Background: an optimization exercise with open tools, aiming at small area, a short achievable clock period and few clock cycles per item. Do not read the settings as production practice. Power is estimated from default activity; no workload was simulated.

Setup of run a:
==> flow/design.v (excerpt) <==
module top(input  logic [15:0] data_i,
           input  logic        valid_i,
           input  logic        clk,
           input  logic        rst_n,
           output logic        ready_o,
           output logic        valid_o,
           output logic [31:0] password_o);
Size in the first run: ~85 flip-flops, ~53 I/O pins, about 0.0048 sq mm of cells after synthesis.
==> module top, before the edit <==
module top(input  logic [15:0] data_i,
           input  logic        valid_i,
           input  logic        clk,
           input  logic        rst_n,
           output logic        ready_o,
           output logic        valid_o,
           output logic [31:0] password_o);
    localparam int PW = 25;
    localparam int LO = 5;
    logic        got_n;    
    logic        rdy;      
    logic        tk;       
    logic [15:0] cnt;      
    logic        drain;    
    logic [15:0] x;        
    logic        xv;       
    logic        mv;       
    logic        big;      
    logic        big_in;   
    logic        big_nx;   
    assign ready_o = rdy;
    assign mv      = valid_i & got_n & rdy & rst_n;
    assign big     = xv & !rdy;
    assign big_in  = (data_i[14:11] != 4'd0) || (data_i[10:0] >= 11'd1600);
    assign big_nx  = x[14:0] >= 15'd3200;
    always_ff @(posedge clk) begin
        got_n <= rst_n & (got_n | valid_i);
        tk    <= mv;
        if (big) begin
            x[14:6] <= x[14:6] - 9'd25;
        end else begin
            x  <= data_i;
        end
        xv  <= rst_n & (big | mv);
        rdy <= !rst_n | (big ? !big_nx : !(mv & big_in));
    end
    logic [3:0]  qh;
    logic [6:0]  rh;
    assign qh[0] = (x[10:6] == 5'd2) | (x[10:6] == 5'd3) | (x[10:6] == 5'd5) | (x[10:6] == 5'd6) | (x[10:6] == 5'd8) | (x[10:6] == 5'd9) | (x[10:6] == 5'd11) | (x[10:6] == 5'd12) | (x[10:6] == 5'd15) | (x[10:6] == 5'd18) | (x[10:6] == 5'd21) | (x[10:6] == 5'd24);
    assign qh[1] = (x[10:6] == 5'd4) | (x[10:6] == 5'd5) | (x[10:6] == 5'd6) | (x[10:6] == 5'd10) | (x[10:6] == 5'd11) | (x[10:6] == 5'd12) | (x[10:6] == 5'd16) | (x[10:6] == 5'd17) | (x[10:6] == 5'd18) | (x[10:6] == 5'd22) | (x[10:6] == 5'd23) | (x[10:6] == 5'd24);
    assign qh[2] = (x[10:6] == 5'd7) | (x[10:6] == 5'd8) | (x[10:6] == 5'd9) | (x[10:6] == 5'd10) | (x[10:6] == 5'd11) | (x[10:6] == 5'd12) | (x[10:6] == 5'd19) | (x[10:6] == 5'd20) | (x[10:6] == 5'd21) | (x[10:6] == 5'd22) | (x[10:6] == 5'd23) | (x[10:6] == 5'd24);
    assign qh[3] = (x[10:6] == 5'd13) | (x[10:6] == 5'd14) | (x[10:6] == 5'd15) | (x[10:6] == 5'd16) | (x[10:6] == 5'd17) | (x[10:6] == 5'd18) | (x[10:6] == 5'd19) | (x[10:6] == 5'd20) | (x[10:6] == 5'd21) | (x[10:6] == 5'd22) | (x[10:6] == 5'd23) | (x[10:6] == 5'd24);
    assign rh[0] = 1'b0;
    assign rh[1] = 1'b0;
    assign rh[2] = (x[10:6] == 5'd2) | (x[10:6] == 5'd3) | (x[10:6] == 5'd5) | (x[10:6] == 5'd6) | (x[10:6] == 5'd8) | (x[10:6] == 5'd9) | (x[10:6] == 5'd11) | (x[10:6] == 5'd12) | (x[10:6] == 5'd15) | (x[10:6] == 5'd18) | (x[10:6] == 5'd21) | (x[10:6] == 5'd24);
    assign rh[3] = (x[10:6] == 5'd2) | (x[10:6] == 5'd3) | (x[10:6] == 5'd4) | (x[10:6] == 5'd8) | (x[10:6] == 5'd9) | (x[10:6] == 5'd10) | (x[10:6] == 5'd15) | (x[10:6] == 5'd16) | (x[10:6] == 5'd17) | (x[10:6] == 5'd21) | (x[10:6] == 5'd22) | (x[10:6] == 5'd23);
    assign rh[4] = (x[10:6] == 5'd2) | (x[10:6] == 5'd3) | (x[10:6] == 5'd4) | (x[10:6] == 5'd5) | (x[10:6] == 5'd6) | (x[10:6] == 5'd7) | (x[10:6] == 5'd15) | (x[10:6] == 5'd16) | (x[10:6] == 5'd17) | (x[10:6] == 5'd18) | (x[10:6] == 5'd19) | (x[10:6] == 5'd20);
    assign rh[5] = (x[10:6] == 5'd4) | (x[10:6] == 5'd7) | (x[10:6] == 5'd10) | (x[10:6] == 5'd13) | (x[10:6] == 5'd14) | (x[10:6] == 5'd15) | (x[10:6] == 5'd18) | (x[10:6] == 5'd21) | (x[10:6] == 5'd24);
    assign rh[6] = (x[10:6] == 5'd1) | (x[10:6] == 5'd3) | (x[10:6] == 5'd6) | (x[10:6] == 5'd9) | (x[10:6] == 5'd12) | (x[10:6] == 5'd14) | (x[10:6] == 5'd17) | (x[10:6] == 5'd20) | (x[10:6] == 5'd23);
    logic [7:0]  hs;
    logic        hge;
    logic [3:0]  q_h;
    logic [6:0]  r_h;
    logic [6:0]  a_h;      
    assign hs  = {1'b0, rh} + {2'b0, x[5:0]};
    assign hge = hs >= 8'd100;
    assign r_h = hge ? 7'(hs - 8'd100) : hs[6:0];
    assign q_h = qh + {3'd0, hge};
    assign a_h = x[15] ? r_h : 7'(7'd100 - r_h);
    logic [3:0] q1;
    logic [6:0] a1;
    logic       d1, i1;
    logic       xm;        
    assign xm = xv & rdy;
    always_ff @(posedge clk) begin
        q1 <= xm ? q_h : 4'd0;
        a1 <= xm ? a_h : 7'd0;
        d1 <= x[15] | !xm;
        i1 <= big;
    end
    logic [6:0] dial;
    logic [7:0] a;
    logic       ge, le, hit, hit1;
    logic [6:0] ndial;
    assign a = {1'b0, dial} + {1'b0, a1};
    assign ge    = a[7] | (a[6] & a[5] & (a[4] | a[3] | a[2]));
    assign le    = !ge | (a == 8'd100);
    assign hit   = d1 ? ge : (le && dial != 7'd0);
    assign ndial = ge ? 7'(a - 8'd100) : a[6:0];
    logic [PW-1:0] pw;
    logic [LO:0]   lo;
    logic          cy;
    logic [PW-LO-1:0] hi_n;
    assign lo = {1'b0, pw[LO-1:0]} + (LO+1)'({i1, q1}) + (LO+1)'(hit1);
    always_comb
        for (int i = 0; i < PW - LO; i++)
            hi_n[i] = pw[LO + i] ^ (cy & &(pw[PW-1:LO] | ~((PW-LO)'((1 << i) - 1))));
    always_ff @(posedge clk) begin
        if (!got_n) begin
            dial <= 7'd50;
            hit1 <= 1'b0;
            cy   <= 1'b0;
            pw   <= '0;
        end else begin
            dial <= ndial;
            hit1 <= hit;
            cy   <= lo[LO];
            pw   <= {hi_n, lo[LO-1:0]};
        end
    end
    always_ff @(posedge clk) begin
        if (!got_n) cnt <= data_i;
        else        cnt <= cnt - {15'd0, tk | drain};
        drain   <= got_n & (drain | (cnt == 16'd0 && !xv));
        valid_o <= rst_n & got_n & drain & (cnt[1:0] == 2'd3);
    end
    assign password_o = {{(32 - PW){1'b0}}, pw};
endmodule
Settings: LEC_CHECK=0, ABC_AREA=1, CAP_MARGIN=20, CORE_MARGIN=2, CORE_UTILIZATION=40, PLACE_DENSITY=0.6, SLEW_MARGIN=20; clock period 13.0 ns.
standard.sh (not shown) runs the stock make flow with config.mk's settings and CLKGATE_MAP_FILE= SYNTH_SCRIPT=/design/flow/synth_recipe.tcl, a recipe that flattens the netlist after the stock synthesis.
==> flow/flow/run.sh <==
#!/bin/bash
# The standard layout (the standard.sh: ORFS synthesis to final layout),
# with: port buffers of sky130_fd_sc_hd__buf_2 cells instead of the slower
# delay buffers buffer_ports picks on its own; a clock tree of clkbuf_8 cells
# without dummy loads; and ORFS's timing repair aiming for 9.25 ns of setup
# slack (a 3.75 ns cycle) instead of 0.
set -euo pipefail
bash standard.sh BUFFER_PORTS_ARGS="-buffer_cell sky130_fd_sc_hd__buf_2" \
    CTS_ARGS="-sink_clustering_enable -repair_clock_nets -dont_use_dummy_load -buf_list sky130_fd_sc_hd__clkbuf_8 -sink_clustering_size 30 -sink_clustering_max_diameter 100" \
    SETUP_SLACK_MARGIN=9.25 \
    finish > standard.log 2>&1
Edits applied to the flow inputs when going from run a to run b:
==> flow/design.v <==
module top(input  logic [15:0] data_i,
           input  logic        valid_i,
           input  logic        clk,
           input  logic        rst_n,
           output logic        ready_o,
           output logic        valid_o,
           output logic [31:0] password_o);
    localparam int PW = 25;
    localparam int LO = 5;
    logic        got_n;    
    logic        rdy;      
    logic [15:0] cnt;      
    logic        z;        
    logic [15:0] x;        
    logic        xv;       
    logic        mv;       
    logic        big;      
    logic        big_in;   
    logic        big_nx;   
    assign ready_o = rdy;
    assign mv      = valid_i & got_n & rdy & rst_n;
    assign big     = xv & !rdy;
    assign big_in  = (data_i[14:11] != 4'd0) || (data_i[10:0] >= 11'd1600);
    assign big_nx  = x[14:0] >= 15'd3200;
    always_ff @(posedge clk) begin
        got_n <= rst_n & (got_n | valid_i);
        if (big) begin
            x[14:6] <= x[14:6] - 9'd25;
        end else begin
            x  <= data_i;
        end
        xv  <= rst_n & (big | mv);
        rdy <= !rst_n | (big ? !big_nx : !(mv & big_in));
    end
    logic [3:0]  qh;
    logic [6:0]  rh;
    assign qh[0] = (x[10:7] == 4'd1) | (x[10:7] == 4'd3) | (x[10:7] == 4'd4) | (x[10:7] == 4'd6) | (x[10:7] == 4'd9) | (x[10:7] == 4'd12);
    assign qh[1] = (x[10:7] == 4'd2) | (x[10:7] == 4'd3) | (x[10:7] == 4'd5) | (x[10:7] == 4'd6) | (x[10:7] == 4'd8) | (x[10:7] == 4'd9) | (x[10:7] == 4'd11) | (x[10:7] == 4'd12);
    assign qh[2] = (x[10:7] == 4'd4) | (x[10:7] == 4'd5) | (x[10:7] == 4'd6) | (x[10:7] == 4'd10) | (x[10:7] == 4'd11) | (x[10:7] == 4'd12);
    assign qh[3] = (x[10:7] == 4'd7) | (x[10:7] == 4'd8) | (x[10:7] == 4'd9) | (x[10:7] == 4'd10) | (x[10:7] == 4'd11) | (x[10:7] == 4'd12);
    assign rh[0] = 1'b0;
    assign rh[1] = 1'b0;
    assign rh[2] = (x[10:7] == 4'd1) | (x[10:7] == 4'd3) | (x[10:7] == 4'd4) | (x[10:7] == 4'd6) | (x[10:7] == 4'd9) | (x[10:7] == 4'd12);
    assign rh[3] = (x[10:7] == 4'd1) | (x[10:7] == 4'd2) | (x[10:7] == 4'd4) | (x[10:7] == 4'd5) | (x[10:7] == 4'd8) | (x[10:7] == 4'd11);
    assign rh[4] = (x[10:7] == 4'd1) | (x[10:7] == 4'd2) | (x[10:7] == 4'd3) | (x[10:7] == 4'd8) | (x[10:7] == 4'd9) | (x[10:7] == 4'd10);
    assign rh[5] = (x[10:7] == 4'd2) | (x[10:7] == 4'd5) | (x[10:7] == 4'd7) | (x[10:7] == 4'd9) | (x[10:7] == 4'd12);
    assign rh[6] = (x[10:7] == 4'd3) | (x[10:7] == 4'd6) | (x[10:7] == 4'd7) | (x[10:7] == 4'd10);
    logic [7:0]  hs;
    logic        hg1, hg2;
    logic [3:0]  q_h;
    logic [6:0]  r_h;
    logic [6:0]  a_h;      
    assign hs  = {1'b0, rh} + {1'b0, x[6:0]};
    assign hg2 = hs >= 8'd200;
    assign hg1 = hs >= 8'd100;
    assign r_h = hg2 ? 7'(hs - 8'd200) : hg1 ? 7'(hs - 8'd100) : hs[6:0];
    assign q_h = qh + {2'd0, hg2, hg1 & !hg2};
    assign a_h = x[15] ? r_h : 7'(7'd100 - r_h);
    logic [3:0] q1;
    logic [6:0] a1;
    logic       d1, i1;
    logic       xm;        
    assign xm = xv & rdy;
    always_ff @(posedge clk) begin
        q1 <= xm ? q_h : 4'd0;
        a1 <= xm ? a_h : 7'd0;
        d1 <= x[15] | !xm;
        i1 <= big;
    end
    logic [6:0] dial;
    logic [7:0] a;
    logic       ge, le, hit;
    logic [6:0] ndial;
    assign a = {1'b0, dial} + {1'b0, a1};
    assign ge    = a[7] | (a[6] & a[5] & (a[4] | a[3] | a[2]));
    assign le    = !ge | (a == 8'd100);
    assign hit   = d1 ? ge : (le && dial != 7'd0);
    assign ndial = ge ? 7'(a - 8'd100) : a[6:0];
    logic [PW-1:0] pw;
    logic [LO:0]   lo;
    logic [PW-LO-1:0] hi_n;
    assign lo = {1'b0, pw[LO-1:0]} + (LO+1)'({i1, q1}) + (LO+1)'(hit);
    always_comb
        for (int i = 0; i < PW - LO; i++)
            hi_n[i] = pw[LO + i] ^ (lo[LO] & &(pw[PW-1:LO] | ~((PW-LO)'((1 << i) - 1))));
    always_ff @(posedge clk) begin
        if (!got_n) begin
            dial <= 7'd50;
            pw   <= '0;
        end else begin
            dial <= ndial;
            pw   <= {hi_n, lo[LO-1:0]};
        end
    end
    assign z = got_n & (cnt == 16'd0) & !xv;
    always_ff @(posedge clk) begin
        if (!got_n) cnt <= data_i;
        else        cnt <= cnt - {15'd0, xv & !i1};
        valid_o <= rst_n & z;
    end
    assign password_o = {{(32 - PW){1'b0}}, pw};
endmodule
Notes after the runs:
- NOTE flip-flop and latch count run a->run b decreased by a few percent
- Sequential power: run b lower than run a
- | pre-CTS setup slack | run b vs run a | 0.11 ns lower |
- Die outline width sits lower in run b than in run a.
- Row via count: run b lower / run a higher
- Run b against run a: fraction of the mapped netlist area in compound gates picked up an extra 0.27 points, filler cell count lost 60.
Function was not checked in any run of this note: the RTL went through the layout flow alone.

-- separate check: timing with driven ports --
Ports are ideal in the flow. The routed layouts listed here were re-timed in OpenROAD. Step 1: set_driving_cell puts a clkbuf_16 on clk and a buf_2 on each other input, an assumption about the parent block. Step 2 also shifts input and output timing later by t, the mid clock arrival at the registers, as if the neighbouring blocks saw the same clock. Slacks: ideal / step 1 / step 2; pairs: ideal / step 1.
run	t, ns	slack for setup (ns)	clock arrival spread, ns	pins driven straight from the clock port
run a	0.392	9.412 / 9.379 / 9.423	0.022 / 0.022	1
run b	0.380	9.341 / 9.308 / 9.421	0.026 / 0.026	1
After both steps setup and hold are still met in every run listed.
